Context: an optimization exercise on an open-source flow, tuned for small area and a short achievable clock period. The choices shown serve that exercise and are no tape-out recipe. No run shown here included a check of the RTL's function; only the layout flow was run. Power and IR drop assume default switching activity.

==> flow/design.v, too long to show whole: its modules and the start of the top module <==
// module counter: 1592 lines
// module cnt_grp: 11 lines
// module cnt_nor2: 3 lines
// module cnt_nand2: 3 lines
// module cnt_inv: 3 lines
// module cnt_andn: 3 lines
module counter(out,data,load,reset,clk);
  // ...
==> flow/flow/run.sh <==
#!/bin/bash
export BUFFER_PORTS_ARGS="-buffer_cell sky130_fd_sc_hd__buf_1"
export PLACE_PINS_ARGS="-min_distance 1 -min_distance_in_tracks"
cp standard.sh standard.sh.txt
bash standard.sh > standard.log 2>&1
==> flow/standard.sh <==
#!/bin/bash
# synth_recipe.tcl (not shown) runs the flow's synth.tcl, then flattens the netlist and writes it again
# the make line also repeats each setting of config.mk as NAME=value (left out here)
make -C /OpenROAD-flow-scripts/flow DESIGN_CONFIG=/design/flow/config.mk WORK_HOME=/design/flow/orfs CLKGATE_MAP_FILE= SYNTH_SCRIPT=/design/flow/synth_recipe.tcl "${@:-finish}"
==> flow/config.mk <==
export PLATFORM = sky130hd
export DESIGN_NAME = counter
export DESIGN_NICKNAME = counter
export VERILOG_FILES = /design/flow/design.v
export SDC_FILE = /design/flow/constraint.sdc
export NUM_CORES = 4
export LEC_CHECK = 0
export CAP_MARGIN = 40
export CORE_AREA = 4 4 336 336
export DIE_AREA = 0 0 340 340
export PLACE_DENSITY = 0.6
export SETUP_SLACK_MARGIN = 4.5
export SLEW_MARGIN = 40
export SYNTH_HIERARCHICAL = 1
export SYNTH_MINIMUM_KEEP_SIZE = 0
==> flow/constraint.sdc <==
create_clock -name core_clock -period 7.0 [get_ports {clk}]
set_input_delay 1.4000 -clock core_clock [delete_from_list [all_inputs] [get_ports {clk}]]
set_output_delay 1.4000 -clock core_clock [all_outputs]
set_load 0.01 [all_outputs]
==> out/metrics.cfg, run 1 <==
[status]
outcome=aborted with a tool error
haltStage=global routing
error_line=[ERROR GRT-0116] Global routing finished with congestion. Check the congestion regions in the DRC Viewer.

[floorplanning]
die_h_um=340
initial_core_util_pct=48.7
rows=121
die_w_um=340
io_pins=1881

[synth]
synth_nets=6913
synthCells=5852
syn-cell-area_um2=53100
synth_warnings=7
syn_area_per_cell_um2=9.08

[place]
io_buffers=1880
dp_slack_ns=3.30
dpl-instance-area_um2=62800
placed_cells=9132
hpwlAfterDp_mm=210

[cts]
cts_setup_buffers=1452
clock-sinks=939
cts_root_buffer=clkbuf_16
cts_buffers=109
htree_num_levels=3
hold_buffers=0
ctsResizeCount=4024

[global_routing]
grt_max_degree=217
use_met1_pct=63.3
grt_use_total_pct=59.4
grt_util_met2_pct=80.5
grt_pass1_wl_mm=503
grt_busiest_layer=met2
use_met3_pct=37.7
grt_pass1_vias=71400

==> inputs of run 2 (changes only) <==
==> flow/config.mk (replaced) <==
export PLATFORM = sky130hd
export DESIGN_NAME = counter
export DESIGN_NICKNAME = counter
export VERILOG_FILES = /design/flow/design.v
export SDC_FILE = /design/flow/constraint.sdc
export NUM_CORES = 4
export LEC_CHECK = 0
export CAP_MARGIN = 20
export CORE_AREA = 4 4 336 336
export DIE_AREA = 0 0 340 340
export PLACE_DENSITY = 0.6
export SETUP_SLACK_MARGIN = 4.0
export SLEW_MARGIN = 20
export SYNTH_HIERARCHICAL = 1
export SYNTH_MINIMUM_KEEP_SIZE = 0
==> out/metrics.cfg, run 2 <==
[synth]
synthCells=5852  ; unchanged
synth_warnings=7  ; unchanged
synth_nets=6913  ; unchanged
syn_area_per_cell_um2=9.08  ; unchanged
syn-cell-area_um2=53100  ; unchanged

[sta]
rsz0062_at_grt=true
fin_ws_ns=3.83
hold_viol=0
fin_skew_ns=0.0237
period_share_pct=45.3
whs_ns=0.592
drv_slew=0
fin_crit_ns=3.17
slew_headroom_pct=30.5
timing.setup.tns_ns=0
final-setup-viol-count=0
clock.fmax_mhz=316
worst_pin_slew_ns=1.04

[cts]
clock_latency_ns=0.72
clk_path_buf_depth=3
clock-sinks=939  ; unchanged
htree_num_levels=3  ; unchanged
cts_root_buffer=clkbuf_16
cts_buffers=109  ; unchanged
cts_tree=done
clk_pin_slew_ns=0.06

[layout]
largest_reg_flops=939
largest-register=out
largestRegisters=out x939
layout.nets=9255
mostFrequentLayoutCells=buf_1 (1843), nor2_1 (829), dfrtp_1 (696)
drive_gt1_share_pct=22.0
final_common_cell=buf_1
area_growth_syn_to_layout_pct=38.0

[worst_hold_path]
min_path_type=reg -> reg
holdPathStages=2

[worst_setup_path]
cp_top_family=simple AND/OR/NAND/NOR gates
crit_slowest_cell=or3_4
crit_chain=ha_2, nand2_2, or3_4, nor2_4, buf_6, inv_4, nor2_4, buf_6, buf_6, buf_6, nand2_8, buf_12, nand3b_1, buf_6, or3_1, a31oi_1
endpoint_kind=flop
worstPathRequired_ns=7.63
crit_type=reg -> reg
slowest_delay_ns=0.45
cp.buffers_inverters=7
startpoint_type=flop
critical_path_depth=16
r2r_cells=16
cp.arrival_ns=3.80
worstPathMaxFanout=5
cpMostUsedCell=buf_6

[place]
hpwlAfterDp_mm=210  ; about the same
place.gp.congestion=1.03
io_buffers=1880  ; unchanged
dp_slack_ns=2.56  ; -0.747 ns

[power]
ir_worst_vdd_uv=196
switching_share_pct=32.3
power.switching_mw=5.10
seq_power_share_pct=42.7
clockPowerShare_pct=39.5
share_comb_of_total_power_pct=17.8
power_density_nw_per_um2=216
p_int_mw=10.7
leakage_nw=26.2

[global_routing]
grt_use_total_pct=46.3
grt_pass1_vias=53800
grt_max_degree=207
grt-ovfl-total=0
grt_pass1_wl_mm=388
antenna_found_initial=191

[floorplanning]
rows=121  ; unchanged
die_h_um=340  ; unchanged
fp.dieArea_um2=116000
die_w_um=340  ; unchanged
io_pins=1881  ; unchanged
core_um2=109000
initial_core_util_pct=48.7  ; unchanged

[status]
outcome=finished clean

[drt]
viasPerCell=6.10
drtPass1Iterations=9
post_drt_wl_per_cell_um=28.5
num_vias=60500
drcViolationCount=0
wirelength_mm=282
final_antenna_net_count=0
drt-initial-drc-count=6244

[job]
drv.max_cap_violation_count=0

[run 2: power by group through the flow]
stage                     sequential [mW]  combinational (mW)  clock (mW)
after global placement               6.73                2.47           0
after detailed placement             6.76                2.49           0
after floorplan                      6.87               0.934           0
final                                6.75                2.81        6.25
after global routing                 6.83                2.96        6.51
after CTS                            6.67                2.55        6.28
[run 2: final timing paths]
| kind | from | endpoint | slack (ns) |
|---|---|---|---|
| setup / recovery | out[0] | out[308] | 3.83 |
| hold / removal | out[38] | out[38] | 0.59 |
| setup reg to reg | out[0] | out[308] | 3.83 |
| hold reg to reg | out[38] | out[38] | 0.59 |
| max in group asynchronous | reset | out[579] | 4.60 |
| min in group asynchronous | reset | out[13] | 0.72 |
[run 2: cell type report]
type,instances,area [um2]
inverters,150,632
flip-flops and latches,939,23800
repair buffers,2319,11100
clock buffers,159,3200
well taps,1476,1850
fillers,9434,35800
diodes,146,365
multi-input cells,4675,31800
clock inverters,44,662
[run 2: per-layer routing]
metal  vias to the layer above  global-route usage (%)  part of all wire (%)
met2                      3709                    64.8                    42
met5                         -                    2.38                  0.35
met1                     29000                    50.7                    33
met4                       114                    40.6                    11
li1                      26200                       -                     -
met3                      1424                    24.6                    13
[run 2: worst reg2reg max path: cells and delay by family, from the launching register on]
kind,cells,cell delay (ns)
AND/OR/NAND/NOR,7,1.53
buffers and inverters,7,0.82
adder cells (fa/ha/maj),1,0.20
AO/OA/AOI/OAI,1,0.18
flip-flops,1,0.36
[run 2: stage by stage]
stage / instances / total power [mW] / instance area, um2 / util [%]
floorplan: 5852 / 7.80 / 53200 / -
global placement: 9135 / 9.19 / 62200 / 57.0
detailed placement: 9135 / 9.25 / 62200 / 57.0
CTS: 9510 / 15.5 / 68600 / 62.8
global route: 9838 / 16.3 / 73100 / 67.0
finish: 9908 / 15.8 / 73300 / 67.2
[run 2: timing repair]
item	in CTS	in global routing
pin swaps	90	275
cloned	7	22
setup endpoints to repair	767	590
setup buffers	165	230
resized for setup	374	782
hold buffers	0	0

==> static timing again, ports no longer ideal <==
How much do the figures lean on ideal ports? The routed layout below was timed once more, with nothing changed but the port constraints. Step 1, drivers: a clkbuf_16 drives clk and a buf_2 each remaining input, both assumed. Step 2 also shifts input and output timing later by t, the mid clock arrival at the registers, as if the neighbouring blocks saw the same clock. Three values: ideal ports, drivers, drivers and shift; two values: the first two.
run: run 2
shift t [ns]: 0.792
setup slack, ns: 3.832 / 3.832 / 3.510
clock arrival spread, ns: 0.024 / 0.023
After both steps run 2 still meets setup and hold. The setup slack of run 2 moves by 0.000 ns with the drivers and by -0.322 ns with both steps.
